From an optimization exercise on the open Yosys and OpenROAD flow, aimed at small area, a short achievable clock period and few clock cycles per item; shortcuts taken in it are not production practice.
RTL that was checked went through simulation tests only; none was proved equivalent to the original.

Design PixelSolverMultiCore, start of the top module:
module PixelSolverMultiCore (
  input               io_cmd_valid,
  output              io_cmd_ready,
  input      [27:0]   io_cmd_payload_x,
  input      [27:0]   io_cmd_payload_y,
  output              io_rsp_valid,
  input               io_rsp_ready,
  output     [5:0]    io_rsp_payload_iteration,
  input               clk,
  input               reset
);
  reg  [27:0] r0_x, r0_y, r0_x0, r0_y0;
  reg  [5:0]  r0_it;       
  reg         r0_lesc;     
  reg  [2:0] r0_seq;
  reg         r0_act;      
  reg  [44:0] r0_snap;
  reg  [2:1] act;        
  reg  [13:0] r0_bo, r0_bt;  
  reg  [13:0] r0_bn;         
  reg  [27:0] r0_xn;         
  reg         tk;          
  reg         wb_v;        
  reg  [2:0] wb_seq;      
  reg  [5:0]  wb_res;      
  reg  [5:0]  rob_d [0:7];
  reg  [7:0] rob_v;
  reg  [2:0] head, alloc;
  reg  [3:0] used;
  reg         o_v;
  reg  [5:0]  o_it;
  assign io_cmd_ready = tk;
  wire        acc = tk & io_cmd_valid;
  assign io_rsp_valid = o_v;
  assign io_rsp_payload_iteration = o_it;
  wire [5:0]  itc = r0_it + 6'd1;
  wire        inx = (r0_x[27:22] == 6'd0) | (r0_x[27:22] == 6'h3f);
  wire        iny = (r0_y[27:22] == 6'd0) | (r0_y[27:22] == 6'h3f);
  wire [3:0]  qx = r0_x[21:18] ^ {4{r0_x[27]}};
  wire [3:0]  qy = r0_y[21:18] ^ {4{r0_y[27]}};
  wire        big = inx & iny & (qx[3] | qy[3] | (qx[2] & qy[2] & ((~qx[1] & qy[1] & qy[0]) | (qx[1] & ~qx[0] & qy[1]) | (qx[1] & qx[0]))));
  wire        zsmall = (r0_x[27:21] == {7{r0_x[21]}}) & (r0_y[27:21] == {7{r0_y[21]}});
  wire        cyc = (itc > 6'd4) & zsmall & r0_snap[44] & ({r0_x[21:0], r0_y[21:0]} == r0_snap[43:0]);
  wire [44:0] snape = (itc[1:0] == 0) ? {zsmall, r0_x[21:0], r0_y[21:0]} : r0_snap;
  wire        live = r0_act & ~r0_lesc;
  wire        fe0 = live & (big | cyc | (itc == 6'd62));    
  wire        f620 = ~big & ~cyc;                           
  wire        fl0 = r0_act & r0_lesc;                       
  wire        ld = ~o_v | io_rsp_ready;
  wire        pop = ld & rob_v[head];
  wire        wr = wb_v | fl0;
  wire [2:0] wr_seq = wb_v ? wb_seq : r0_seq;
  wire [5:0]  wr_res = wb_v ? wb_res : r0_it;
  ...
Size in the first run: about 6,000 cells after synthesis, about 68 I/O pins, about 0.067 sq mm of cells after synthesis.
Settings: LEC_CHECK=0, CAP_MARGIN=20, CORE_MARGIN=2, CORE_UTILIZATION=60, CTS_BUF_LIST=sky130_fd_sc_hd__clkbuf_16, CTS_CLUSTER_DIAMETER=150, CTS_CLUSTER_SIZE=24, SETUP_SLACK_MARGIN=5, SLEW_MARGIN=20, SYNTH_HIERARCHICAL=1; clock period 10.0 ns.
standard.sh (not shown) runs the stock make flow with config.mk's settings and CLKGATE_MAP_FILE= SYNTH_SCRIPT=/design/flow/synth_recipe.tcl, a recipe that flattens the netlist after the stock synthesis.
==> flow/flow/run.sh <==
#!/bin/bash
set -euo pipefail
MARGIN=${MARGIN:-6.8}
sed "s/SETUP_SLACK_MARGIN=[0-9.]*/SETUP_SLACK_MARGIN=$MARGIN/" standard.sh > standard_margin.sh
bash standard_margin.sh > standard.log 2>&1
Testbench counts at the start, summed over its fixed seeds: cycles 255,610, pixels 8,192.
Then changed:
--- a/flow/design.v
+++ b/flow/design.v
@@ -22,24 +22,26 @@
   reg         tk;          
   reg         wb_v;        
   reg  [2:0] wb_seq;      
   reg  [5:0]  wb_res;      
   reg  [5:0]  rob_d [0:7];
   reg  [7:0] rob_v;
   reg  [2:0] head, alloc;
   reg  [3:0] used;
   reg         o_v;
   reg  [5:0]  o_it;
-  assign io_cmd_ready = tk;
+  reg         tk_o, o_vp;   
+  reg  [5:0]  o_itp;        
+  assign io_cmd_ready = tk_o;
   wire        acc = tk & io_cmd_valid;
-  assign io_rsp_valid = o_v;
-  assign io_rsp_payload_iteration = o_it;
+  assign io_rsp_valid = o_vp;
+  assign io_rsp_payload_iteration = o_itp;
   wire [5:0]  itc = r0_it + 6'd1;
   wire        inx = (r0_x[27:22] == 6'd0) | (r0_x[27:22] == 6'h3f);
   wire        iny = (r0_y[27:22] == 6'd0) | (r0_y[27:22] == 6'h3f);
   wire [3:0]  qx = r0_x[21:18] ^ {4{r0_x[27]}};
   wire [3:0]  qy = r0_y[21:18] ^ {4{r0_y[27]}};
   wire        big = inx & iny & (qx[3] | qy[3] | (qx[2] & qy[2] & ((~qx[1] & qy[1] & qy[0]) | (qx[1] & ~qx[0] & qy[1]) | (qx[1] & qx[0]))));
   wire        zsmall = (r0_x[27:21] == {7{r0_x[21]}}) & (r0_y[27:21] == {7{r0_y[21]}});
   wire        cyc = (itc > 6'd4) & zsmall & r0_snap[44] & ({r0_x[21:0], r0_y[21:0]} == r0_snap[43:0]);
   wire [44:0] snape = (itc[1:0] == 0) ? {zsmall, r0_x[21:0], r0_y[21:0]} : r0_snap;
   wire        live = r0_act & ~r0_lesc;
@@ -6360,39 +6362,44 @@
       r0_y0 <= p2_y0;
       r0_it <= it_l;
       r0_lesc <= esc_l;
       r0_seq <= p2_seq;
     end
     r0_snap <= p2_snap;
     wb_seq <= p2_seq;
     wb_res <= (bg_l | (f62_l & esc_l)) ? it_l : 6'd63;
     if (wr) rob_d[wr_seq] <= wr_res;
     if (ld) o_it <= rob_d[head];
-    tk <= free_n & room;
-    o_v <= ~reset & (ld ? rob_v[head] : o_v);
+    o_itp <= ld ? rob_d[head] : o_it;
+    tk_o <= ~reset & free_n & room;
+    o_vp <= ~reset & (ld ? rob_v[head] : o_v);
   end
   always @(posedge clk or posedge reset) begin
     if (reset) begin
+      tk <= 1'b0;
       r0_act <= 1'b0;
       act <= 2'd0;
       wb_v <= 1'b0;
       rob_v <= 8'd0;
       head <= 3'd0;
       alloc <= 3'd0;
       used <= 4'd0;
+      o_v <= 1'b0;
     end else begin
+      tk <= free_n & room;
       r0_act <= acc | cont_l;
       act <= {act[1:1], r0_act};
       wb_v <= act[2] & fe_l;
       if (acc) alloc <= alloc + 1'b1;
       used <= used + {3'd0, acc} - {3'd0, pop};
       if (pop) head <= head + 1'b1;
+      if (ld) o_v <= rob_v[head];
       rob_v <= (rob_v & ~({7'd0, pop} << head)) | ({7'd0, wr} << wr_seq);
     end
   end
 endmodule
 module MandelFA (input a, input b, input c, output s, output co);
   assign s = a ^ b ^ c;
   assign co = (a & b) | (a & c) | (b & c);
 endmodule
 module MandelHA (input a, input b, output s, output co);
   assign s = a ^ b;
After rerunning:
- The changed run ran to the end with no violations
- final area climbs by about 1%
- setup slack got worse by 0.0084 ns
- via count climbs by about 1.4%
- clock-buffer cell count stays the same
- worst hold slack is about the same
No functional check of the RTL was part of the second run of this note.

## port drivers added, routing unchanged
The results above use ideal ports. As a check the final layouts listed here were re-extracted and re-timed, cells and wires unchanged. Step 1 (the two cells are an assumption about what drives the block):
set clk [get_ports {clk}]
set_driving_cell -lib_cell sky130_fd_sc_hd__clkbuf_16 $clk
set_driving_cell -lib_cell sky130_fd_sc_hd__buf_2 [delete_from_list [all_inputs] $clk]
Step 2 also shifts input and output timing later by t, the mid clock arrival at the registers, as if the neighbouring blocks saw the same clock. Slacks: ideal ports / drivers / drivers and shift; pairs: ideal ports / drivers.
run	shift t [ns]	slack for setup (ns)	worst data-port slew with drivers (ns)	pins driven straight from the clock port
the first run	0.783	6.757 / 6.677 / 6.194	0.11	1
the second run	0.772	6.748 / 6.718 / 6.147	0.07	1
After both steps every run listed still meets setup and hold. The setup slack of the second run, which loses most, moves by -0.030 ns with the drivers and by -0.601 ns with both steps.
